This design comes from an exercise in tuning for a short achievable clock period and few clock cycles on the open sky130 flow, not from production work. RTL that was checked went through simulation tests only; none was proved equivalent to the original. Function not checked in run 1: the RTL went through the layout flow alone. Power figures rest on the tool's default switching activity, not on a simulated workload.

### flow/config.mk
export PLATFORM = sky130hd
export DESIGN_NAME = cr16_core
export DESIGN_NICKNAME = cr16_core
export VERILOG_FILES = /design/flow/design.v
export SDC_FILE = /design/flow/constraint.sdc
export NUM_CORES = 4
export LEC_CHECK = 0
export CAP_MARGIN = 80
export CORE_MARGIN = 2
export CORE_UTILIZATION = 40
export SLEW_MARGIN = 60
### flow/constraint.sdc
create_clock -name core_clock -period 15.0 [get_ports {I_CLK}]
set_input_delay 3.0000 -clock core_clock [delete_from_list [all_inputs] [get_ports {I_CLK}]]
set_output_delay 3.0000 -clock core_clock [all_outputs]
set_load 0.01 [all_outputs]
### flow/design.v
module cr16_core
       (input wire I_CLK,
        input wire I_NRESET,
        input wire [15:0] I_MEM_DATA,
        input wire [15:0] I_EXT_MEM_DATA,
        output wire [15:0] O_MEM_DATA,
        output wire [15:0] O_MEM_ADDRESS,
        output wire O_MEM_WRITE_ENABLE,
        output wire [15:0] O_EXT_MEM_DATA,
        output wire [15:0] O_EXT_MEM_ADDRESS,
        output wire O_EXT_MEM_WRITE_ENABLE);
function automatic [16:0] add16(input [15:0] a, input [15:0] b, input cin);
    reg [15:0] g, p, gn, pn, c;
    integer d, n;
    begin
        g = a & b;
        p = a ^ b;
        g[0] = g[0] | (p[0] & cin);
        for (d = 1; d < 16; d = d * 2) begin
            gn = g;
            pn = p;
            for (n = d; n < 16; n = n + 1) begin
                gn[n] = g[n] | (p[n] & g[n - d]);
                pn[n] = p[n] & p[n - d];
            end
            g = gn;
            p = pn;
        end
        c = {g[14:0], cin};
        add16 = {g[15], (a ^ b) ^ c};
    end
endfunction
function automatic [15:0] inc16(input [15:0] a);
    reg [15:0] c;
    integer d, n;
    begin
        c = a;                                   
        for (d = 1; d < 16; d = d * 2)
            for (n = 15; n >= d; n = n - 1)
                c[n] = c[n] & c[n - d];
        inc16 = a ^ {c[14:0], 1'b1};
    end
endfunction
function automatic [31:0] csa(input [15:0] a, input [15:0] b, input [15:0] c);
    reg [15:0] sm, cy;
    begin
        sm = a ^ b ^ c;
        cy = (a & b) | (a & c) | (b & c);
        csa = {cy[14:0], 1'b0, sm};
    end
endfunction
function automatic [63:0] mulcs16(input [15:0] a, input [15:0] b);
    reg [15:0][15:0] r;
    reg [31:0] t0, t1, t2, t3, t4, t5, t6, t7, t8, t9, t10, t11;
    begin
        r[0] = b[0] ? a << 0 : 16'b0;
        r[1] = b[1] ? a << 1 : 16'b0;
        r[2] = b[2] ? a << 2 : 16'b0;
        r[3] = b[3] ? a << 3 : 16'b0;
        r[4] = b[4] ? a << 4 : 16'b0;
        r[5] = b[5] ? a << 5 : 16'b0;
        r[6] = b[6] ? a << 6 : 16'b0;
        r[7] = b[7] ? a << 7 : 16'b0;
        r[8] = b[8] ? a << 8 : 16'b0;
        r[9] = b[9] ? a << 9 : 16'b0;
        r[10] = b[10] ? a << 10 : 16'b0;
        r[11] = b[11] ? a << 11 : 16'b0;
        r[12] = b[12] ? a << 12 : 16'b0;
        r[13] = b[13] ? a << 13 : 16'b0;
        r[14] = b[14] ? a << 14 : 16'b0;
        r[15] = b[15] ? a << 15 : 16'b0;
        t0 = csa(r[0], r[1], r[2]);
        t1 = csa(r[3], r[4], r[5]);
        t2 = csa(r[6], r[7], r[8]);
        t3 = csa(r[9], r[10], r[11]);
        t4 = csa(r[12], r[13], r[14]);
        t5 = csa(t0[15:0], t0[31:16], t1[15:0]);
        t6 = csa(t1[31:16], t2[15:0], t2[31:16]);
        t7 = csa(t3[15:0], t3[31:16], t4[15:0]);
        t8 = csa(t5[15:0], t5[31:16], t6[15:0]);
        t9 = csa(t6[31:16], t7[15:0], t7[31:16]);
        t10 = csa(t8[15:0], t8[31:16], t9[15:0]);
        t11 = csa(t9[31:16], t4[31:16], r[15]);
        mulcs16 = {t11[31:16], t11[15:0], t10[31:16], t10[15:0]};
    end
endfunction
function automatic [15:0] add4(input [15:0] a, input [15:0] b, input [15:0] c, input [15:0] d);
    reg [31:0] x, y;
    reg [16:0] r;
    begin
        x = csa(a, b, c);
        y = csa(x[15:0], x[31:16], d);
        r = add16(y[15:0], y[31:16], 1'b0);
        add4 = r[15:0];
    end
endfunction
function automatic [45:0] predec(input [15:0] w);
    reg [3:0] op, ex, rdf, rsf;
    reg op0, opf, d_aluim, d_arshi, d_alu, d_mul, d_cmp, d_mov, d_jc, d_call, d_ret, d_lpc, d_lsf,
        d_ssf, d_push, d_pop, d_load, d_store, d_loadx, d_storex, d_movil, d_moviu, d_bc, d_calld,
        d_lsh, d_rsh, imm_shift, a_reg, u_rs, u_rd, u_sp, d_pass, r_sub, b_rs, imm_sx, x_add,
        x_addc, x_not, x_and, x_or, x_xor, r_pbr, x_wrd;
    reg [3:0] bsel;
    begin
        op  = w[15:12];
        ex  = w[7:4];
        rdf = w[11:8];
        rsf = w[3:0];
        op0 = op == 4'h0;
        opf = op == 4'hF;
        d_aluim  = op >= 4'h1 && op <= 4'h9;
        d_arshi  = opf && ex == 4'h0;
        d_alu    = op0 || d_aluim || d_arshi;
        d_mul    = (op0 && ex == 4'h2) || op == 4'h3;
        d_cmp    = (op0 && ex == 4'h4) || op == 4'h5;
        d_mov    = opf && ex == 4'h1;
        d_jc     = opf && ex == 4'h2;
        d_call   = opf && ex == 4'h3;
        d_ret    = opf && ex == 4'h4;
        d_lpc    = opf && ex == 4'h5;
        d_lsf    = opf && ex == 4'h6;
        d_ssf    = opf && ex == 4'h7;
        d_push   = opf && ex == 4'h8;
        d_pop    = opf && ex == 4'h9;
        d_load   = opf && ex == 4'hA;
        d_store  = opf && ex == 4'hB;
        d_loadx  = opf && ex == 4'hC;
        d_storex = opf && ex == 4'hD;
        d_movil  = op == 4'hA;
        d_moviu  = op == 4'hB;
        d_bc     = op == 4'hC;
        d_calld  = op == 4'hD;
        d_lsh    = op0 && (ex == 4'h9 || ex == 4'hA || ex == 4'hD || ex == 4'hE);
        d_rsh    = (op0 && (ex == 4'hB || ex == 4'hC || ex == 4'hF)) || d_arshi;
        imm_shift = (op0 && (ex == 4'hA || ex == 4'hC || ex == 4'hE)) || d_arshi;
        a_reg = (op0 && !imm_shift) || d_mov || d_ssf ||      
                d_jc || d_call || d_push || d_store || d_storex;
        u_rs = a_reg || d_jc || d_call || d_push || d_load || d_loadx || d_store || d_storex;
        u_rd = d_alu || d_movil || d_moviu || d_store || d_storex || d_mov || d_lpc || d_lsf ||
               d_pop || d_load || d_loadx;
        u_sp = d_push || d_pop || d_call || d_calld || d_ret;
        d_pass = d_mov || d_movil || d_moviu || d_lpc || d_lsf;
        r_sub = (op0 && (ex == 4'h3 || ex == 4'h4)) || op == 4'h4 || op == 4'h5 ||
                d_push || d_call || d_calld;
        b_rs = d_load || d_loadx;                             
        imm_sx = d_aluim && op <= 4'h5;                       
        x_add  = (op0 && (ex == 4'h0 || ex == 4'h1)) || op == 4'h1 || op == 4'h2 || d_pop || d_ret;
        x_addc = (op0 && ex == 4'h1) || op == 4'h2;
        x_not  = (op0 && ex == 4'h5) || op == 4'h6;
        x_and  = (op0 && ex == 4'h6) || op == 4'h7;
        x_or   = (op0 && ex == 4'h7) || op == 4'h8 || d_pass;
        x_xor  = (op0 && ex == 4'h8) || op == 4'h9;
        r_pbr  = d_ret || d_calld || (d_bc && rdf != 4'hF && (w[7] || rdf == 4'hE));
        x_wrd  = (d_alu && !d_cmp && !d_mul) || d_pass || u_sp;
        bsel = u_sp ? 4'd15 : b_rs ? rsf : rdf;
        predec = {bsel, op0, d_aluim, d_arshi, d_alu, d_mul, d_cmp, d_mov, d_jc, d_call, d_ret, d_lpc, d_lsf, d_ssf, d_push, d_pop, d_load, d_store, d_loadx, d_storex, d_movil, d_moviu, d_bc, d_calld, d_lsh, d_rsh, imm_shift, a_reg, u_rs, u_rd, u_sp, d_pass, r_sub, b_rs, imm_sx, x_add, x_addc, x_not, x_and, x_or, x_xor, r_pbr, x_wrd};
    end
endfunction
reg [15:0][15:0] rf;      
reg [4:0] flags;          
reg [15:0] maddr, mwd;
reg mwe;
reg [15:0] xaddr, xwd;
reg xwe;
assign O_MEM_ADDRESS          = maddr;
assign O_MEM_DATA             = mwd;
assign O_MEM_WRITE_ENABLE     = mwe;
assign O_EXT_MEM_ADDRESS      = xaddr;
assign O_EXT_MEM_DATA         = xwd;
assign O_EXT_MEM_WRITE_ENABLE = xwe;
reg rq_f;                 
reg ar_f;                 
reg [15:0] ar_pc, ar_pc1;    
reg [15:0] fpc;           
reg [15:0] nextf;         
reg ar_pt;                
reg [15:0] ar_ptgt;
reg [31:0] btb_v;
reg [31:0][10:0] btb_tag;
reg [31:0][15:0] btb_tgt;
reg [31:0] btb_r;
reg bu_set, bu_clr, bu_r;
reg [4:0] bu_idx;
reg [10:0] bu_tag;
reg [15:0] bu_tgt;         
reg [3:0][15:0] ras;
reg [31:0] fidx;          
reg bt_v, bt_r;
reg [10:0] bt_tag;
reg [15:0] bt_tgt0;
integer j;
always @(*) begin
    bt_v   = 1'b0;
    bt_r   = 1'b0;
    bt_tag = 11'b0;
    bt_tgt0 = 16'b0;
    for (j = 0; j < 32; j = j + 1) begin
        bt_v   = bt_v | (fidx[j] & btb_v[j]);
        bt_tag = bt_tag | ({11{fidx[j]}} & btb_tag[j]);
        bt_r   = bt_r | (fidx[j] & btb_r[j]);
        bt_tgt0 = bt_tgt0 | ({16{fidx[j]}} & btb_tgt[j]);
    end
end
wire bt_hit = bt_v && bt_tag == fpc[15:5];
wire [15:0] bt_tgt = bt_r ? ras[0] : bt_tgt0;
wire [15:0] fpc_inc = inc16(fpc);
wire [15:0] succ = rq_f ? (bt_hit ? bt_tgt : fpc_inc) : nextf;
reg pend_v;               
reg [15:0] pend_tgt;
reg ret_q, ret_a;         
reg lq_v, lq_x, la_v, la_x, lq_c, la_c;
reg [3:0] lq_rd, la_rd;
reg [15:0] lq_cd, la_cd;
wire [15:0] ldata = la_c ? la_cd : la_x ? I_EXT_MEM_DATA : I_MEM_DATA;
reg [7:0] wc_v;
reg [15:0] sp1;           
reg sp1_ok;
reg [7:0][15:0] wc_a, wc_d;
reg [3:0][15:0] qi, qpc, qpc1, qptgt;
reg [3:0] qpt;
reg [3:0] qh, qt;
reg [2:0] qn;
reg ir_v, irpt;
reg [15:0] ir, irpc, r_pc1, irptgt;
reg [45:0] ird;           
reg e_v;
reg [15:0] opa, opx, opb, e_sd, e_tgt, e_pc, e_pc1, e_ptgt;
reg e_pt, e_chit, e_topa, e_lsf;
reg [15:0] e_cdata;
reg [3:0] sh;
reg [3:0] e_rd, e_ldrd, e_cc;
reg e_add, e_addc, e_sub, e_not, e_and, e_or, e_xor, e_lsh, e_rsh;
reg e_alu, e_mul, e_ssf, e_wrd;
reg e_push, e_call, e_store, e_pop, e_ret, e_load, e_loadx, e_storex, e_bc, e_jc;
reg m_v;                  
reg [3:0] m_rd;
reg [15:0] ma, mb, mp0, mp1, mp2, mp3;    
reg wb_v;
reg [3:0] wb_rd;
reg [15:0] wb_d;
wire e_stall = 1'b0;
wire e_go    = e_v && !e_stall;
reg ctrue;
always @(*) begin
    case (e_cc)
        4'h0: ctrue = flags[3];
        4'h1: ctrue = !flags[3];
        4'h2: ctrue = flags[0];
        4'h3: ctrue = !flags[0];
        4'h4: ctrue = flags[2];
        4'h5: ctrue = !flags[2];
        4'h6: ctrue = !flags[4] && !flags[3];
        4'h7: ctrue = !flags[4];
        4'h8: ctrue = !flags[1] && !flags[3];
        4'h9: ctrue = !flags[1];
        4'hA: ctrue = flags[4];
        4'hB: ctrue = flags[4] || flags[3];
        4'hC: ctrue = flags[1];
        4'hD: ctrue = flags[1] || flags[3];
        4'hE: ctrue = 1'b1;
        default: ctrue = 1'b0;
    endcase
end
wire cin = e_sub || e_addc;
wire [16:0] sum = add16(opb, opx, cin);
wire z_sum = ((opb ^ opx) ^ {opb[14:0] | opx[14:0], cin}) == 16'b0;
wire [16:0] cmp_u = add16(opb, ~opa, 1'b0);
wire [16:0] cmp_s = add16({~opb[15], opb[14:0]}, {opa[15], ~opa[14:0]}, 1'b0);
wire b_gt_a  = cmp_u[16];
wire b_gt_as = cmp_s[16];
reg [15:0] alu_r, alu_o;
always @(*) begin
    alu_o = 16'b0;
    if (e_not) alu_o = ~opa;
    if (e_and) alu_o = opa & opb;
    if (e_or)  alu_o = opa | opb | {11'b0, e_lsf ? flags : 5'b0};    
    if (e_xor) alu_o = opa ^ opb;
    if (e_lsh) alu_o = opb << sh;
    if (e_rsh) alu_o = opb >> sh;
    alu_r = (e_add || e_sub) ? sum[15:0] : alu_o;
end
reg [4:0] alu_f;
always @(*) begin
    alu_f = 5'b0;
    alu_f[3] = (e_add || e_sub) ? z_sum : alu_o == 16'b0;
    if (e_add) begin
        alu_f[0] = sum[16];
        alu_f[1] = b_gt_a;
        alu_f[2] = (opa[15] == opb[15]) && (opa[15] != sum[15]);
        alu_f[4] = (opa[15] != opb[15] && sum[15]) || (opa[15] && opb[15]);
    end
    if (e_sub) begin
        alu_f[0] = b_gt_a;
        alu_f[1] = b_gt_a;
        alu_f[2] = (opa[15] != opb[15]) && (opa[15] == sum[15]);
        alu_f[4] = b_gt_as;
    end
    if (e_mul) alu_f = 5'b0;
end
wire [4:0] flags_n = (e_go && e_alu) ? alu_f : (e_go && e_ssf) ? opa[4:0] : flags;
wire [15:0] mul_r = add4(mp0, mp1, mp2, mp3);
wire e_we = e_go && e_wrd;
wire [3:0] e_wr = e_rd;
wire [15:0] e_wd = alu_r;
wire e_retm = e_ret && !e_chit;             
wire e_ctl  = e_bc || e_jc || e_call || e_ret;
wire taken  = ((e_bc || e_jc) && ctrue) || e_call || e_ret;
wire [15:0] e_rt = e_topa ? opa : e_tgt;     
wire tgt_ok = e_rt == e_ptgt;
wire mispr  = e_go && !e_retm && (taken ? !(e_pt && tgt_ok) : e_pt);
wire [15:0] fix_tgt = taken ? e_rt : e_pc1;
wire [15:0] e_wdat = e_call ? e_sd : opa;
wire t_call = e_go && e_call;
wire t_ret  = e_go && e_retm;
wire kill   = mispr || t_ret;
wire e_mw = e_go && (e_push || e_call || e_store);
wire e_mr = e_go && (((e_pop || e_load) && !e_chit) || e_retm);
wire [15:0] e_ma = (e_pop || e_ret) ? sum[15:0] : opb;
wire iv = ir_v;
reg [15:0] qh_i, qh_pc, qh_pc1, qh_ptgt;
reg qh_pt;
integer k;
always @(*) begin
    qh_i = 16'b0;
    qh_pc = 16'b0;
    qh_pc1 = 16'b0;
    qh_ptgt = 16'b0;
    qh_pt = 1'b0;
    for (k = 0; k < 4; k = k + 1) begin
        qh_i    = qh_i | ({16{qh[k]}} & qi[k]);
        qh_pc   = qh_pc | ({16{qh[k]}} & qpc[k]);
        qh_pc1  = qh_pc1 | ({16{qh[k]}} & qpc1[k]);
        qh_ptgt = qh_ptgt | ({16{qh[k]}} & qptgt[k]);
        qh_pt   = qh_pt | (qh[k] & qpt[k]);
    end
end
wire [3:0] rdf = ir[11:8];
wire [3:0] rsf = ir[3:0];
wire op0, d_aluim, d_arshi, d_alu, d_mul, d_cmp, d_mov, d_jc, d_call, d_ret, d_lpc, d_lsf, d_ssf, d_push, d_pop, d_load, d_store, d_loadx, d_storex, d_movil, d_moviu, d_bc, d_calld, d_lsh, d_rsh, imm_shift, a_reg, u_rs, u_rd, u_sp, d_pass, r_sub, b_rs, imm_sx, x_add, x_addc, x_not, x_and, x_or, x_xor, r_pbr, x_wrd;
wire [3:0] bsel;
assign {bsel, op0, d_aluim, d_arshi, d_alu, d_mul, d_cmp, d_mov, d_jc, d_call, d_ret, d_lpc, d_lsf, d_ssf, d_push, d_pop, d_load, d_store, d_loadx, d_storex, d_movil, d_moviu, d_bc, d_calld, d_lsh, d_rsh, imm_shift, a_reg, u_rs, u_rd, u_sp, d_pass, r_sub, b_rs, imm_sx, x_add, x_addc, x_not, x_and, x_or, x_xor, r_pbr, x_wrd} = ird;
wire [15:0] ra_w = (wb_v && wb_rd == rsf) ? wb_d : (m_v && m_rd == rsf) ? mul_r : rf[rsf];
wire [15:0] rb_w = (wb_v && wb_rd == bsel) ? wb_d : (m_v && m_rd == bsel) ? mul_r : rf[bsel];
wire fa = e_we && e_wr == rsf;               
wire fb = e_we && e_wr == bsel;              
wire la_a = la_v && la_rd == rsf && !fa;     
wire la_b = la_v && la_rd == bsel && !fb;    
wire e_isld = e_v && (e_pop || e_load || e_loadx || e_mul);
function automatic hz(input v, input [3:0] r, input urs, input urd, input usp,
                      input [3:0] rs_, input [3:0] rd_);
    hz = v && ((urs && rs_ == r) || (urd && rd_ == r) || (usp && r == 4'd15));
endfunction
wire r_stall = hz(e_isld, e_ldrd, u_rs, u_rd, u_sp, rsf, rdf) ||
               hz(lq_v, lq_rd, u_rs, u_rd, u_sp, rsf, rdf) ||
               (d_mul && (fa || fb || la_a || la_b)) ||
               (d_ret && (fb || la_b || (wb_v && wb_rd == 4'd15)));
wire issue = iv && !r_stall && !e_stall && !kill;
wire rdr = iv && !irpt && r_pbr && !kill;
wire [15:0] ras_eff = (e_go && e_call) ? e_pc1 : (e_go && e_ret) ? ras[1] : ras[0];
wire lk_sp = d_pop || d_ret;
wire sp_cur = !fb && !la_b && !(wb_v && wb_rd == 4'd15) && !(m_v && m_rd == 4'd15) && sp1_ok;    
wire [15:0] lk_a = sp1;
wire lk_fwd = !sp_cur;
wire e_wr_hit = e_mw && opb == lk_a;
wire c_hit = wc_v[lk_a[2:0]] && wc_a[lk_a[2:0]] == lk_a;
wire r_hit = lk_sp && !lk_fwd && (e_wr_hit || c_hit);
wire [15:0] r_cd = e_wr_hit ? e_wdat : wc_d[lk_a[2:0]];
reg [15:0] opa_e;
always @(*) begin
    if (d_movil)
        opa_e = {rb_w[15:8], ir[7:0]};
    else if (d_moviu)
        opa_e = {ir[7:0], rb_w[7:0]};
    else if (d_lpc)
        opa_e = irpc;
    else if (imm_shift)
        opa_e = {12'b0, ir[3:0]};
    else if (imm_sx)
        opa_e = {{8{ir[7]}}, ir[7:0]};
    else if (d_aluim)
        opa_e = {8'b0, ir[7:0]};
    else if (d_lsf)
        opa_e = 16'b0;
    else
        opa_e = ra_w;
end
wire a_hi_f = (a_reg && fa) || (d_movil && fb);
wire a_lo_f = (a_reg && fa) || (d_moviu && fb);
wire a_hi_l = (a_reg && la_a) || (d_movil && la_b);
wire a_lo_l = (a_reg && la_a) || (d_moviu && la_b);
wire [15:0] opa_d, opa_n, opx_d;
assign opa_n[15:8] = a_hi_l ? ldata[15:8] : opa_e[15:8];
assign opa_n[7:0]  = a_lo_l ? ldata[7:0] : opa_e[7:0];
assign opa_d[15:8] = a_hi_f ? e_wd[15:8] : opa_n[15:8];
assign opa_d[7:0]  = a_lo_f ? e_wd[7:0] : opa_n[7:0];
wire [15:0] subm = {16{r_sub}};
wire [15:0] opx_sp = r_sub ? 16'hFFFE : 16'h0001;
assign opx_d[15:8] = (a_hi_f && !u_sp) ? e_wd[15:8] ^ subm[15:8] :
                     u_sp ? opx_sp[15:8] : opa_n[15:8] ^ subm[15:8];
assign opx_d[7:0]  = (a_lo_f && !u_sp) ? e_wd[7:0] ^ subm[7:0] :
                     u_sp ? opx_sp[7:0] : opa_n[7:0] ^ subm[7:0];
wire [15:0] opb_d = (fb && !d_pass) ? e_wd : d_pass ? 16'b0 : la_b ? ldata : rb_w;
wire sd_call = d_call || d_calld;
wire [15:0] sd_d = r_pc1;
wire [15:0] r_disp = d_bc ? {{8{ir[7]}}, ir[7:0]} : {{4{ir[11]}}, ir[11:0]};
wire t_imm = d_bc || d_calld;
wire [16:0] t8_s = add16({8'b0, r_pc1[7:0]}, {8'b0, ir[7:0]}, 1'b0);
wire [8:0] t8_lo = t8_s[8:0];
wire [7:0] p1_hi = r_pc1[15:8];
wire [15:0] p1_hi_i16 = inc16({8'b0, p1_hi});
wire [15:0] p1_hi_d16 = ~inc16({8'hFF, ~p1_hi});    
wire [7:0] p1_hi_inc = p1_hi_i16[7:0];
wire [7:0] p1_hi_dec = p1_hi_d16[7:0];
wire [7:0] t8_hi = (ir[7] == t8_lo[8]) ? p1_hi : t8_lo[8] ? p1_hi_inc : p1_hi_dec;
wire [16:0] t12_s = add16({4'b0, r_pc1[11:0]}, {4'b0, ir[11:0]}, 1'b0);
wire [12:0] t12_lo = t12_s[12:0];
wire [3:0] p1_h4 = r_pc1[15:12];
wire [15:0] p1_h4_i16 = inc16({12'b0, p1_h4});
wire [15:0] p1_h4_d16 = ~inc16({12'hFFF, ~p1_h4});
wire [3:0] t12_hi = (ir[11] == t12_lo[12]) ? p1_h4 : t12_lo[12] ? p1_h4_i16[3:0] : p1_h4_d16[3:0];
wire [15:0] r_tgt = d_bc ? {t8_hi, t8_lo[7:0]} : {t12_hi, t12_lo[11:0]};
wire [15:0] r_ptgt = d_ret ? ras_eff : r_tgt;
wire [15:0] tgt_d = d_ret ? r_cd : r_tgt;
wire a_pt = ar_pt;
wire [15:0] a_ptgt = ar_ptgt;
wire enq = ar_f && !kill && !rdr;
wire ar_f_n = rq_f && !kill && !rdr;
wire [3:0] held = {1'b0, qn} + {3'b0, ir_v};
wire room = ({2'b0, ar_f} + {2'b0, rq_f} + {1'b0, held}) <= 4'd4;
wire ir_take = issue || !ir_v;          
wire [2:0] qn_p1 = {qn[1] & qn[0], qn[1] ^ qn[0], ~qn[0]};           
wire [2:0] qn_m1 = {1'b0, qn[2] | (qn[1] & qn[0]), ~qn[0]};           
wire ir_ld = (iv && !r_stall && !e_stall) || !ir_v;
wire q_deq = ir_take && qn != 3'd0;    
wire q_enq = enq && !(ir_take && qn == 3'd0);
integer i;
always @(posedge I_CLK or negedge I_NRESET) begin
    if (!I_NRESET) begin
        rf       <= '0;
        flags    <= 5'b0;
        maddr    <= 16'b0;
        mwd      <= 16'b0;
        mwe      <= 1'b0;
        xaddr    <= 16'b0;
        xwd      <= 16'b0;
        xwe      <= 1'b0;
        rq_f     <= 1'b0;
        ar_f     <= 1'b1;
        ar_pc    <= 16'b0;
        ar_pc1   <= 16'd1;
        fpc      <= 16'b0;
        fidx     <= 32'b1;
        nextf    <= 16'd1;
        ar_pt    <= 1'b0;
        ar_ptgt  <= 16'b0;
        btb_v    <= 32'b0;
        btb_tag  <= '0;
        btb_tgt  <= '0;
        btb_r    <= 32'b0;
        bu_set   <= 1'b0;
        bu_clr   <= 1'b0;
        bu_r     <= 1'b0;
        bu_idx   <= 5'b0;
        bu_tag   <= 11'b0;
        bu_tgt   <= 16'b0;
        ras      <= '0;
        qpt      <= 4'b0;
        ir_v     <= 1'b0;
        irpt     <= 1'b0;
        ir       <= 16'b0;
        ird      <= predec(16'b0);
        irpc     <= 16'b0;
        r_pc1    <= 16'b0;
        irptgt   <= 16'b0;
        qptgt    <= '0;
        e_pc     <= 16'b0;
        e_pc1    <= 16'b0;
        e_ptgt   <= 16'b0;
        e_pt     <= 1'b0;
        e_chit   <= 1'b0;
        e_topa   <= 1'b0;
        e_lsf    <= 1'b0;
        e_cdata  <= 16'b0;
        lq_c     <= 1'b0;
        la_c     <= 1'b0;
        lq_cd    <= 16'b0;
        la_cd    <= 16'b0;
        wc_v     <= 8'b0;
        sp1      <= 16'd1;
        sp1_ok   <= 1'b1;
        wc_a     <= '0;
        wc_d     <= '0;
        pend_v   <= 1'b0;
        pend_tgt <= 16'b0;
        ret_q    <= 1'b0;
        ret_a    <= 1'b0;
        lq_v     <= 1'b0;
        lq_x     <= 1'b0;
        lq_rd    <= 4'b0;
        la_v     <= 1'b0;
        la_x     <= 1'b0;
        la_rd    <= 4'b0;
        qh       <= 4'b1;
        qt       <= 4'b1;
        qn       <= 3'b0;
        qi       <= '0;
        qpc      <= '0;
        qpc1     <= '0;
        e_v      <= 1'b0;
        opa      <= 16'b0;
        opx      <= 16'b0;
        opb      <= 16'b0;
        e_sd     <= 16'b0;
        e_tgt    <= 16'b0;
        sh       <= 4'b0;
        e_rd     <= 4'b0;
        e_ldrd   <= 4'b0;
        e_cc     <= 4'b0;
        {e_add, e_addc, e_sub, e_not, e_and, e_or, e_xor, e_lsh, e_rsh} <= 9'b0;
        {e_alu, e_mul, e_ssf, e_wrd} <= 4'b0;
        {e_push, e_call, e_store, e_pop, e_ret, e_load, e_loadx, e_storex, e_bc, e_jc} <= 10'b0;
        m_v      <= 1'b0;
        m_rd     <= 4'b0;
        ma       <= 16'b0;
        mb       <= 16'b0;
        mp0      <= 16'b0;
        mp1      <= 16'b0;
        mp2      <= 16'b0;
        mp3      <= 16'b0;
        wb_v     <= 1'b0;
        wb_rd    <= 4'b0;
        wb_d     <= 16'b0;
    end
    else begin
        for (i = 0; i < 16; i = i + 1) begin
            if (wb_v && wb_rd == i)
                rf[i] <= wb_d;
            else if (m_v && m_rd == i)
                rf[i] <= mul_r;
            else if (la_v && la_rd == i)
                rf[i] <= ldata;
        end
        if (wb_v && wb_rd == 4'd15) begin
            sp1    <= inc16(wb_d);
            sp1_ok <= 1'b1;
        end
        else if ((la_v && la_rd == 4'd15) || (m_v && m_rd == 4'd15))
            sp1_ok <= 1'b0;
        wb_v  <= e_we;
        wb_rd <= e_wr;
        wb_d  <= e_wd;
        flags <= flags_n;
        m_v  <= e_go && e_mul;
        m_rd <= e_rd;
        if (e_go && e_mul) begin
            {mp3, mp2, mp1, mp0} <= mulcs16(ma, mb);
        end
        lq_v  <= e_go && (e_pop || e_load || e_loadx);
        lq_c  <= e_chit && !e_loadx;
        lq_cd <= e_cdata;
        la_c  <= lq_c;
        la_cd <= lq_cd;
        if (e_mw) begin
            wc_v[opb[2:0]] <= 1'b1;
            wc_a[opb[2:0]] <= opb;
            wc_d[opb[2:0]] <= e_wdat;
        end
        lq_x  <= e_loadx;
        lq_rd <= e_ldrd;
        la_v  <= lq_v;
        la_x  <= lq_x;
        la_rd <= lq_rd;
        ret_q <= t_ret;
        ret_a <= ret_q;
        xwe <= e_go && e_storex;
        if (e_go && (e_loadx || e_storex)) begin
            xaddr <= opb;
            xwd   <= opa;
        end
        ar_f    <= ar_f_n;
        ar_pc   <= fpc;
        ar_pc1  <= fpc_inc;
        ar_pt   <= bt_hit;
        ar_ptgt <= bt_tgt;
        if (t_call && mispr) begin
            pend_v   <= 1'b1;
            pend_tgt <= e_rt;
        end
        mwe   <= e_mw;
        rq_f  <= 1'b0;
        nextf <= rdr ? r_ptgt : succ;
        if (e_mw || e_mr) begin
            maddr <= e_ma;
            mwd   <= e_wdat;
        end
        else if (mispr) begin
            maddr <= fix_tgt;
            fpc   <= fix_tgt;
            fidx   <= 32'b1 << fix_tgt[4:0];
            rq_f  <= 1'b1;
        end
        else if (rdr) begin
            maddr <= r_ptgt;
            fpc   <= r_ptgt;
            fidx  <= 32'b1 << r_ptgt[4:0];
            rq_f  <= 1'b1;
        end
        else if (pend_v) begin
            pend_v <= 1'b0;
            maddr  <= pend_tgt;
            fpc    <= pend_tgt;
            fidx    <= 32'b1 << pend_tgt[4:0];
            rq_f   <= 1'b1;
        end
        else if (ret_a) begin
            maddr <= I_MEM_DATA;
            fpc   <= I_MEM_DATA;
            fidx   <= 32'b1 << I_MEM_DATA[4:0];
            rq_f  <= 1'b1;
        end
        else if (!ret_q && room) begin
            maddr <= succ;
            fpc   <= succ;
            fidx   <= 32'b1 << succ[4:0];
            rq_f  <= 1'b1;
        end
        if (e_go && e_call)
            ras <= {ras[2:0], e_pc1};
        else if (e_go && e_ret)
            ras <= {ras[3], ras[3:1]};
        bu_set <= e_go && e_ctl && taken;
        bu_clr <= e_go && e_ctl && !taken && e_pt;
        bu_idx <= e_pc[4:0];
        bu_tag <= e_pc[15:5];
        bu_tgt <= e_rt;
        bu_r   <= e_ret;
        if (bu_set) begin
            btb_v[bu_idx]   <= 1'b1;
            btb_tag[bu_idx] <= bu_tag;
            btb_tgt[bu_idx] <= bu_tgt;
            btb_r[bu_idx]   <= bu_r;
        end
        else if (bu_clr)
            btb_v[bu_idx] <= 1'b0;
        for (i = 0; i < 4; i = i + 1) begin
            if (enq && qt[i]) begin    
                qi[i]    <= I_MEM_DATA;
                qpc[i]   <= ar_pc;
                qpc1[i]  <= ar_pc1;
                qpt[i]   <= a_pt;
                qptgt[i] <= a_ptgt;
            end
        end
        if (kill) begin
            qh <= 4'b1;
            qt <= 4'b1;
            qn <= 3'b0;
            ir_v <= 1'b0;
        end
        else if (rdr) begin
            qh <= 4'b1;
            qt <= 4'b1;
            qn <= 3'b0;
            if (issue)
                ir_v <= 1'b0;
            else begin
                irpt   <= 1'b1;
                irptgt <= r_ptgt;
            end
        end
        else begin
            if (q_enq) qt <= {qt[2:0], qt[3]};
            if (q_deq) qh <= {qh[2:0], qh[3]};
            qn <= (q_deq == q_enq) ? qn : q_enq ? qn_p1 : qn_m1;
            if (ir_take) begin
                ir_v <= qn != 3'd0 || enq;
                if (qn != 3'd0) begin
                    irptgt <= qh_ptgt;
                    irpt   <= qh_pt;
                end
                else begin
                    irptgt <= a_ptgt;
                    irpt   <= a_pt;
                end
            end
        end
        if (ir_ld) begin
            ir    <= (qn != 3'd0) ? qh_i : I_MEM_DATA;
            ird   <= (qn != 3'd0) ? predec(qh_i) : predec(I_MEM_DATA);
            irpc  <= (qn != 3'd0) ? qh_pc : ar_pc;
            r_pc1 <= (qn != 3'd0) ? qh_pc1 : ar_pc1;
        end
        if (!e_stall && d_mul) begin
            ma <= opa_e;
            mb <= rb_w;
        end
        if (!e_stall && (d_lsh || d_rsh))
            sh <= opa_d[3:0];
        if (kill)
            e_v <= 1'b0;
        else if (!e_stall) begin
            e_v <= issue;
            begin
                opa    <= opa_d;
                opx    <= opx_d;
                opb    <= opb_d;
                e_sd   <= sd_d;
                e_tgt  <= tgt_d;
                e_topa <= d_jc || d_call;
                e_lsf  <= d_lsf;
                e_pc   <= irpc;
                e_pc1  <= r_pc1;
                e_pt   <= irpt || rdr;
                e_ptgt <= rdr ? r_ptgt : irptgt;
                e_chit <= r_hit;
                e_cdata <= r_cd;
                e_rd   <= u_sp ? 4'd15 : rdf;
                e_ldrd <= rdf;
                e_cc   <= rdf;
                e_add  <= x_add;
                e_addc <= x_addc;
                e_sub  <= r_sub;
                e_not  <= x_not;
                e_and  <= x_and;
                e_or   <= x_or;
                e_xor  <= x_xor;
                e_lsh  <= d_lsh;
                e_rsh  <= d_rsh;
                e_alu  <= d_alu;
                e_mul  <= d_mul;
                e_ssf  <= d_ssf;
                e_wrd  <= x_wrd;
                e_push   <= d_push;
                e_call   <= d_call || d_calld;
                e_store  <= d_store;
                e_pop    <= d_pop;
                e_ret    <= d_ret;
                e_load   <= d_load;
                e_loadx  <= d_loadx;
                e_storex <= d_storex;
                e_bc     <= d_bc;
                e_jc     <= d_jc;
            end
        end
    end
end
endmodule
### flow/flow/run.sh
#!/bin/bash
# Layout flow: the standard flow, with the delay cells (clkdlybuf4s*, dlygate4sd*,
# dlymetal6s*) kept out of the layout steps so that buffering and resizing use ordinary buffers.
# The synthesis is the standard one, unchanged. Each step's full output goes to its own log here.
set -euo pipefail
DU="sky130_fd_sc_hd__probe_p_8 sky130_fd_sc_hd__probec_p_8 sky130_fd_sc_hd__lpflow_bleeder_1 sky130_fd_sc_hd__lpflow_clkbufkapwr_1 sky130_fd_sc_hd__lpflow_clkbufkapwr_16 sky130_fd_sc_hd__lpflow_clkbufkapwr_2 sky130_fd_sc_hd__lpflow_clkbufkapwr_4 sky130_fd_sc_hd__lpflow_clkbufkapwr_8 sky130_fd_sc_hd__lpflow_clkinvkapwr_1 sky130_fd_sc_hd__lpflow_clkinvkapwr_16 sky130_fd_sc_hd__lpflow_clkinvkapwr_2 sky130_fd_sc_hd__lpflow_clkinvkapwr_4 sky130_fd_sc_hd__lpflow_clkinvkapwr_8 sky130_fd_sc_hd__lpflow_decapkapwr_12 sky130_fd_sc_hd__lpflow_decapkapwr_3 sky130_fd_sc_hd__lpflow_decapkapwr_4 sky130_fd_sc_hd__lpflow_decapkapwr_6 sky130_fd_sc_hd__lpflow_decapkapwr_8 sky130_fd_sc_hd__lpflow_inputiso0n_1 sky130_fd_sc_hd__lpflow_inputiso0p_1 sky130_fd_sc_hd__lpflow_inputiso1n_1 sky130_fd_sc_hd__lpflow_inputiso1p_1 sky130_fd_sc_hd__lpflow_inputisolatch_1 sky130_fd_sc_hd__lpflow_isobufsrc_1 sky130_fd_sc_hd__lpflow_isobufsrc_16 sky130_fd_sc_hd__lpflow_isobufsrc_2 sky130_fd_sc_hd__lpflow_isobufsrc_4 sky130_fd_sc_hd__lpflow_isobufsrc_8 sky130_fd_sc_hd__lpflow_isobufsrckapwr_16 sky130_fd_sc_hd__lpflow_lsbuf_lh_hl_isowell_tap_1 sky130_fd_sc_hd__lpflow_lsbuf_lh_hl_isowell_tap_2 sky130_fd_sc_hd__lpflow_lsbuf_lh_hl_isowell_tap_4 sky130_fd_sc_hd__lpflow_lsbuf_lh_isowell_4 sky130_fd_sc_hd__lpflow_lsbuf_lh_isowell_tap_1 sky130_fd_sc_hd__lpflow_lsbuf_lh_isowell_tap_2 sky130_fd_sc_hd__lpflow_lsbuf_lh_isowell_tap_4  sky130_fd_sc_hd__clkdlybuf4s15_1 sky130_fd_sc_hd__clkdlybuf4s15_2 sky130_fd_sc_hd__clkdlybuf4s18_1 sky130_fd_sc_hd__clkdlybuf4s18_2 sky130_fd_sc_hd__clkdlybuf4s25_1 sky130_fd_sc_hd__clkdlybuf4s25_2 sky130_fd_sc_hd__clkdlybuf4s50_1 sky130_fd_sc_hd__clkdlybuf4s50_2 sky130_fd_sc_hd__dlygate4sd1_1 sky130_fd_sc_hd__dlygate4sd2_1 sky130_fd_sc_hd__dlygate4sd3_1 sky130_fd_sc_hd__dlymetal6s2s_1 sky130_fd_sc_hd__dlymetal6s4s_1 sky130_fd_sc_hd__dlymetal6s6s_1"
bash standard.sh synth > run_synth.log 2>&1
bash standard.sh "DONT_USE_CELLS=$DU" finish > run_layout.log 2>&1
### flow/standard.sh
#!/bin/bash
# synth_recipe.tcl (not shown) runs the flow's synth.tcl, then flattens the netlist and writes it again
# the make line also repeats each setting of config.mk as NAME=value (left out here)
make -C /OpenROAD-flow-scripts/flow DESIGN_CONFIG=/design/flow/config.mk WORK_HOME=/design/flow/orfs CLKGATE_MAP_FILE= SYNTH_SCRIPT=/design/flow/synth_recipe.tcl "${@:-finish}"
==> impl_metrics.json, run 1 <==
{
  "grt_pass1_wl_um": 782700,
  "cts_hold_buf": 0,
  "clock-root-buffer": "clkbuf_16",
  "synthCells": 11780,
  "finalSetupViolations": 0,
  "die_h_um": 556.9,
  "avgRoutedWirePerCell_um": 31.18,
  "drc": 0,
  "antenna_found_initial": 32,
  "track_usage_pct": 34.20,
  "placed_cell_area_um2": 141900,
  "placedCellCount": 16770,
  "synth_fp_nets": 12060,
  "cp_data_arrival_time_ps": 5750,
  "fmax_ghz": 0.2053,
  "fillers": 26760,
  "path_clk_slew_ps": 60,
  "start_util_pct": 40.09,
  "grt_pass1_vias": 110800,
  "cts_resized": 0,
  "ys_top_cells_by_area": "dfrtp_1 (50%), mux2_2 (5.8%), nand2_1 (5.2%), o21ai_0 (4.3%), mux4_2 (4.3%)",
  "postSynth.asyncResetShare_pct": 100.0,
  "netlist_area_um2": 122300,
  "maxSlewViolCount": 0,
  "htreeDepth": 5,
  "final_antenna_net_count": 0,
  "fin_cells": 17360,
  "clock_sinks": 2445,
  "seqCellArea_um2": 61380,
  "fp-row-count": 203,
  "wl_um": 541300,
  "clk_latency_ps": 960,
  "critPathMaxFanout": 12,
  "drt-initial-drc-count": 16880,
  "synth_top_cell_area_share_pct": 49.75,
  "required_ps": 15880,
  "ios": 100,
  "cp-end-kind": "flip-flop",
  "worst_slew_pin_slew_ps": 544.4,
  "io_buffers": 99,
  "multi_input_area_um2": 58270,
  "synth_cell_types": 108,
  "syn_area_per_cell_um2": 10.38,
  "synth_edf_count": 0,
  "yosysTopAreaCell": "dfrtp_1",
  "min_period_ps": 4872,
  "cap_violations": 0,
  "hold_class": "reg2reg",
  "drive_gt1_share_pct": 26.51,
  "vias": 112500,
  "cts_setup_buffers": 0,
  "place_hpwl_um": 400600,
  "cts.path.max_buffers": 4,
  "design_area_um2": 152200,
  "numCtsBuffers": 279,
  "nets": 13300,
  "fin_util_pct": 49.90,
  "skew_ps": 113.4,
  "cts_tree": "yes",
  "vias_per_cell": 6.481,
  "power_density_nw_per_um2": 261.1,
  "leakagePower_uw": 0.06737,
  "status": "timing/DRC/antenna clean",
  "rsz0062_at_grt": "no",
  "post-route-period-util_pct": 32.48,
  "dieArea_um2": 310100,
  "crit_path_start_kind": "flip-flop",
  "fp.coreArea_um2": 305000,
  "tns_ps": 0,
  "gr-total-overflow": 0,
  "grt_max_degree": 75,
  "maxSlewHeadroom_pct": 63.70,
  "area_growth_pct": 24.47,
  "fp.dieW_um": 556.9,
  "synth_ff_type": "dfrtp_1",
  "hold_viol": 0,
  "globalplace.congestion": 1.025,
  "dr.pass1.iters": 13,
  "ir_drop_mv": 0.3756,
  "synth_seq_cells": 2445,
  "setup.worst_path.class": "reg2reg",
  "yosys_warnings": 1,
  "seq_area_frac_synth_pct": 50.05
}
-- sequential cells by signal, indices dropped and copies added (netlist names), 64 cells and up, named ones only --
register / cells
qpc: 64
qptgt: 64
btb_tag: 352
ras: 64
btb_tgt: 512
rf: 256
wc_d: 128
qi: 64
qpc1: 64
wc_a: 128
-- worst paths after layout --
kind / start / endpoint / slack (ps) / cells past startpoint
min in group asynchronous: I_NRESET / btb_tgt[446]$_DFFE_PN0P_ / 1920 / 1
min: e_cdata[3]$_DFFE_PN0P_ / lq_cd[3]$_DFF_PN0_ / 310 / 0
min reg2reg: e_cdata[3]$_DFFE_PN0P_ / lq_cd[3]$_DFF_PN0_ / 310 / 0
max in group asynchronous: I_NRESET / sp1[0]$_DFFE_PN1P_ / 10450 / 8
max reg2reg: fidx[19]$_DFFE_PN0P_ / fidx[17]$_DFFE_PN0P_ / 10130 / 21
max: fidx[19]$_DFFE_PN0P_ / fidx[17]$_DFFE_PN0P_ / 10130 / 21
-- Yosys cell counts (109+ instances only) --
cell      count
a22o_1      199
a222oi_1    141
ha_1        153
inv_1       204
mux2_2      630
mux4_2      234
buf_1       115
a31oi_1     136
a32o_1      109
mux2i_1     168
nand3_1     240
and2_1      139
a21oi_1     498
nand4_1     119
a22oi_1     602
nor2_1      735
nand2_1    1685
o21ai_0    1055
xnor2_1     139
dfrtp_1    2431
clkbuf_1    783
-- cells by family after synthesis --
logic type / Yosys count / share of synthesized area (%)
compound gates: 3340 / 18.27
simple gates: 3292 / 11.73
flops: 2445 / 50.05
buf+inv: 1214 / 3.871
mux: 1033 / 11.50
fa+ha+maj: 242 / 3.023
xor+xnor: 216 / 1.558
-- critical path: stages, from the launching register on --
cell      delay, ps
dfrtp_2         520
buf_4           220
buf_16          160
buf_12          170
a22oi_1         220
nand4_1         140
nor4_2          350
buf_2           200
buf_2           140
buf_2           140
xnor2_1          80
or4_4           510
nor4_1          280
buf_1           160
o311ai_1        130
buf_1           160
a221oi_4        250
buf_4           210
buf_4           190
nand3_1         130
o21ai_1         190
buf_2           210
-- stage by stage --
step	hold WS, ps	total power, uW	setup slack [ps]
6_report	306.8	39740	10130
5_1_grt	322.5	41370	10040
4_1_cts	312.0	38900	10240
3_5_place_dp	335.4	31600	9513
3_3_place_gp	331.4	28050	8462
2_1_floorplan	331.2	21540	10280
-- routing by layer --
layer  track usage, %  share of wire (%)  vias up
li1                 -                  -    45330
met1            42.19                 36    56300
met2            50.82                 43     8309
met3            10.33                 12     2566
met4            24.86                9.1       30
met5                0              0.064        -
-- cell usage in the layout, fill, tap and decap left out, types with 183 or more instances in the layout --
cell / synthesis / routed
buf_2: 96 / 662
inv_1: 204 / 189
buf_8: 0 / 232
buf_6: 5 / 189
o21ai_0: 1055 / 1036
nor2_1: 735 / 687
clkbuf_16: 0 / 284
dfrtp_1: 2431 / 2318
a22o_1: 199 / 199
mux4_2: 234 / 234
mux2_2: 630 / 630
buf_12: 0 / 183
nand2_1: 1685 / 1633
buf_1: 115 / 253
a21oi_1: 498 / 489
nand3_1: 240 / 221
a22oi_1: 602 / 601
buf_4: 5 / 404
-- final cells by class --
type                    instances  area share, %
clock inverters                88         0.8558
multi-input cells            8123          38.28
flip-flops and latches       2445          40.33
clock buffers                 417          5.405
well taps                    4100          3.370
inverters                     210         0.5195
diodes                         12        0.01973
repair buffers               1968          11.22
-- report_power, final --
part           internal, uW  total, uW  switching (uW)
clock                  4190       7190            3000
combinational          8510      21400           12900
sequential             9030      11200            2140
total                 21700      39700           18000
==> run 2, diff against run 1 <==
--- a/flow/design.v
+++ b/flow/design.v
@@ -645,3 +645,3 @@
         for (i = 0; i < 4; i = i + 1) begin
-            if (enq && qt[i]) begin    
+            if (ar_f && qt[i]) begin    
                 qi[i]    <= I_MEM_DATA;
==> run 2 against run 1 <==
Clock power decreased by 4.0%. Design area down 0.66%. Area after synthesis decreased by 0.34%. Maximum frequency shrank 3.8%. Largest cell class unchanged. Highest routed layer unchanged.
==> impl_metrics.json, run 2 <==
{
  "io_buffers": 99,
  "synth_top_cell_area_share_pct": 49.92,
  "post-route-worst-setup-slack_ps": 9934,
  "htreeDepth": 5,
  "maxSlewViolCount": 0,
  "yosys-top-cells-count": "dfrtp_1 (2,431), nand2_1 (1,604), o21ai_0 (987)",
  "drive_gt1_share_pct": 26.33,
  "setup.worst_path.class": "in2async",
  "synth.area.mux_share_pct": 11.51,
  "globalplace.congestion": 0.9970,
  "grt_max_degree": 87,
  "clock-root-buffer": "clkbuf_16",
  "dieArea_um2": 309100,
  "rr_startpoint": "fidx[29]$_DFFE_PN0P_",
  "required_ps": 16000,
  "synthSimpleGateAreaFrac_pct": 11.56,
  "power_density_nw_per_um2": 259.9,
  "seq_area_frac_synth_pct": 50.22,
  "cts_hold_buf": 0,
  "seqCellArea_um2": 61360,
  "crit_path_start_kind": "primary input",
  "numCtsBuffers": 275,
  "final_cell_mix": "dfrtp_1 (2,334), nand2_1 (1,549), o21ai_0 (966)",
  "track_usage_pct": 34.95,
  "min_period_ps": 5066,
  "grt_pass1_wl_um": 794100,
  "drt-initial-drc-count": 18750,
  "rsz0062_at_grt": "no",
  "final_common_cell": "dfrtp_1",
  "power.share.clock_pct": 17.6,
  "p_int_uw": 21190,
  "synth_fp_nets": 11990,
  "synth_cell_types": 100,
  "maxSlewHeadroom_pct": 58.00,
  "synth.most_common_cell": "dfrtp_1",
  "status": "timing/DRC/antenna clean",
  "cp_data_arrival_time_ps": 6070,
  "nets": 13320,
  "largestRegisters": "btb_tgt (512), btb_tag (352), rf (256)",
  "netlist_area_um2": 121900,
  "yosys_warnings": 1,
  "fmax_ghz": 0.1974,
  "cap_violations": 0,
  "switchingPower_uw": 18100,
  "synth_compound_area_share_pct": 18.37,
  "post-route-period-util_pct": 33.77,
  "path_clk_slew_ps": 60,
  "synth_xor_area_share_pct": 1.492,
  "crit_start": "I_NRESET",
  "top_register": "btb_tgt",
  "ir_drop_mv": 0.2163,
  "syn_area_per_cell_um2": 10.41,
  "cts_resized": 0,
  "cts.path.max_buffers": 4,
  "ys_top_cells_by_area": "dfrtp_1 (50%), mux2_2 (5.7%), nand2_1 (4.9%), mux4_2 (4.3%), o21ai_0 (4.1%)",
  "clk_latency_ps": 940,
  "fp.dieW_um": 556.0,
  "vias_per_cell": 6.549,
  "synth_top_family_by_area": "compound AO/OA/AOI/OAI gates",
  "drc": 0,
  "finalSetupViolations": 0,
  "final_antenna_net_count": 0,
  "synthCells": 11710,
  "yosysTopAreaCell": "dfrtp_1",
  "finalPower_uw": 39290,
  "clock_sinks": 2445,
  "ios": 100,
  "synth_ff_type": "dfrtp_1",
  "placedCellCount": 16680,
  "cts_setup_buffers": 0,
  "placed_cell_area_um2": 141500,
  "dp_slack_ps": 9031,
  "antenna_found_initial": 33,
  "avgRoutedWirePerCell_um": 31.99,
  "leakagePower_uw": 0.06735,
  "critPathMaxFanout": 76,
  "cp-end-kind": "async pin",
  "wl_um": 551900,
  "dr.pass1.iters": 13,
  "grt_pass1_vias": 110800,
  "cts_tree": "yes",
  "synthAdderAreaFrac_pct": 3.033,
  "largest_reg_flops": 512,
  "start_util_pct": 40.22,
  "hold_class": "reg2reg",
  "place_hpwl_um": 417300,
  "hold_viol": 0,
  "fin_cells": 17250,
  "fp-row-count": 202,
  "multi_input_area_um2": 57940,
  "area_growth_pct": 24.07,
  "fp.coreArea_um2": 303000,
  "gr-total-overflow": 0,
  "swShare_pct": 46.06,
  "synth_edf_count": 0,
  "hp-start": "lq_cd[3]$_DFF_PN0_",
  "worst_slew_pin_slew_ps": 630.0,
  "vias": 113000,
  "synth_seq_cells": 2445,
  "skew_ps": 109.2,
  "postSynth.asyncResetShare_pct": 100.0,
  "combPwrFrac_pct": 54.3,
  "fillers": 26880,
  "tns_ps": 0,
  "die_h_um": 556.0,
  "design_area_um2": 151200,
  "power_frac_seq_pct": 28.1
}
-- run 2: through the flow --
step | hold WS, ps | utilization (%)
2_1_floorplan | 331.2 | -
5_1_grt | 357.5 | 49.88
3_5_place_dp | 337.9 | 46.69
6_report | 329.4 | 49.89
4_1_cts | 334.3 | 49.66
3_3_place_gp | 335.9 | 41.51
-- run 2: per-layer routing --
layer,global-route usage [%],wire (um),vias up
met5,0.2500,195,-
li1,-,-,45350
met1,46.62,210100,56590
met3,12.89,79630,2146
met4,18.28,36670,22
met2,49.29,225300,8879
-- run 2: final cells by class --
cell class                      count  area share, %
Antenna cell                       21        0.03476
Clock buffer                      406          5.327
Multi-Input combinational cell   8057          38.32
Timing Repair Buffer             2047          11.28
Tap cell                         3978          3.292
Inverter                          220         0.5478
Clock inverter                     78         0.6157
Sequential cell                  2445          40.58
-- run 2: worst paths after layout --
path	end	slack, ps	cells past startpoint
max reg2reg	fidx[31]$_DFFE_PN0P_	10040	20
min reg2reg	la_cd[3]$_DFF_PN0_	330	0
min	la_cd[3]$_DFF_PN0_	330	0
min in group asynchronous	btb_tgt[218]$_DFFE_PN0P_	2050	1
max in group core_clock	fidx[31]$_DFFE_PN0P_	10040	20
max	wc_a[73]$_DFFE_PN0P_	9930	10
-- run 2: logic make-up (layout without fill, tap and decap cells) --
kind of cell | Yosys count | count (layout)
mux | 1030 | 1030
other cells | 0 | 21
fa+ha+maj | 242 | 242
buf+inv | 1207 | 2751
xor+xnor | 206 | 206
compound gates | 3338 | 3338
simple gates | 3241 | 3241
flops | 2445 | 2445
-- run 2: worst max-delay path: stages --
cell      delay, ps
clkbuf_8        290
buf_12          240
buf_8           220
buf_12          280
buf_12          260
buf_8           310
buf_16          240
buf_12          270
buf_12          310
buf_12          390
-- run 2: power by group through the flow --
| stage | sequential [uW] | clock (uW) | combinational, uW |
|---|---|---|---|
| after detailed placement | 11000 | 0 | 20400 |
| after global placement | 11800 | 0 | 16000 |
| after global routing | 11200 | 7190 | 22500 |
| after CTS | 10900 | 6910 | 20500 |
| after floorplan | 10000 | 0 | 11000 |
| final | 11000 | 6900 | 21300 |
Testbench counts of run 2, summed over its fixed seeds: cycles 300,005.

==> afterwards: timing with drivers on the ports <==
The flow's constraints put no driver on any port. The routed layouts listed below were extracted and timed again, unchanged, in two steps.
Step 1, drivers: a clkbuf_16 drives I_CLK and a buf_2 each remaining input, both assumed.
Step 2 moves the port delays by t, midway between the first and last clock arrival at a register: inputs arrive t later, outputs are due t later. That takes back most of the time a late clock gives input paths.
Slacks: no drivers / after step 1 / after step 2; pairs: no drivers / after step 1.
run | shift t [ns] | setup WS [ns] | clock arrival spread, ns
run 1 | 1.020 | 10.128 / 10.128 / 9.443 | 0.117 / 0.117
run 2 | 0.989 | 9.934 / 9.903 / 8.914 | 0.121 / 0.122
After both steps every run listed still meets setup and hold. For run 2, which loses most, drivers alone change the setup slack by -0.031 ns; drivers and shift together by -1.020 ns. The worst setup slack also covers recovery checks on asynchronous resets.
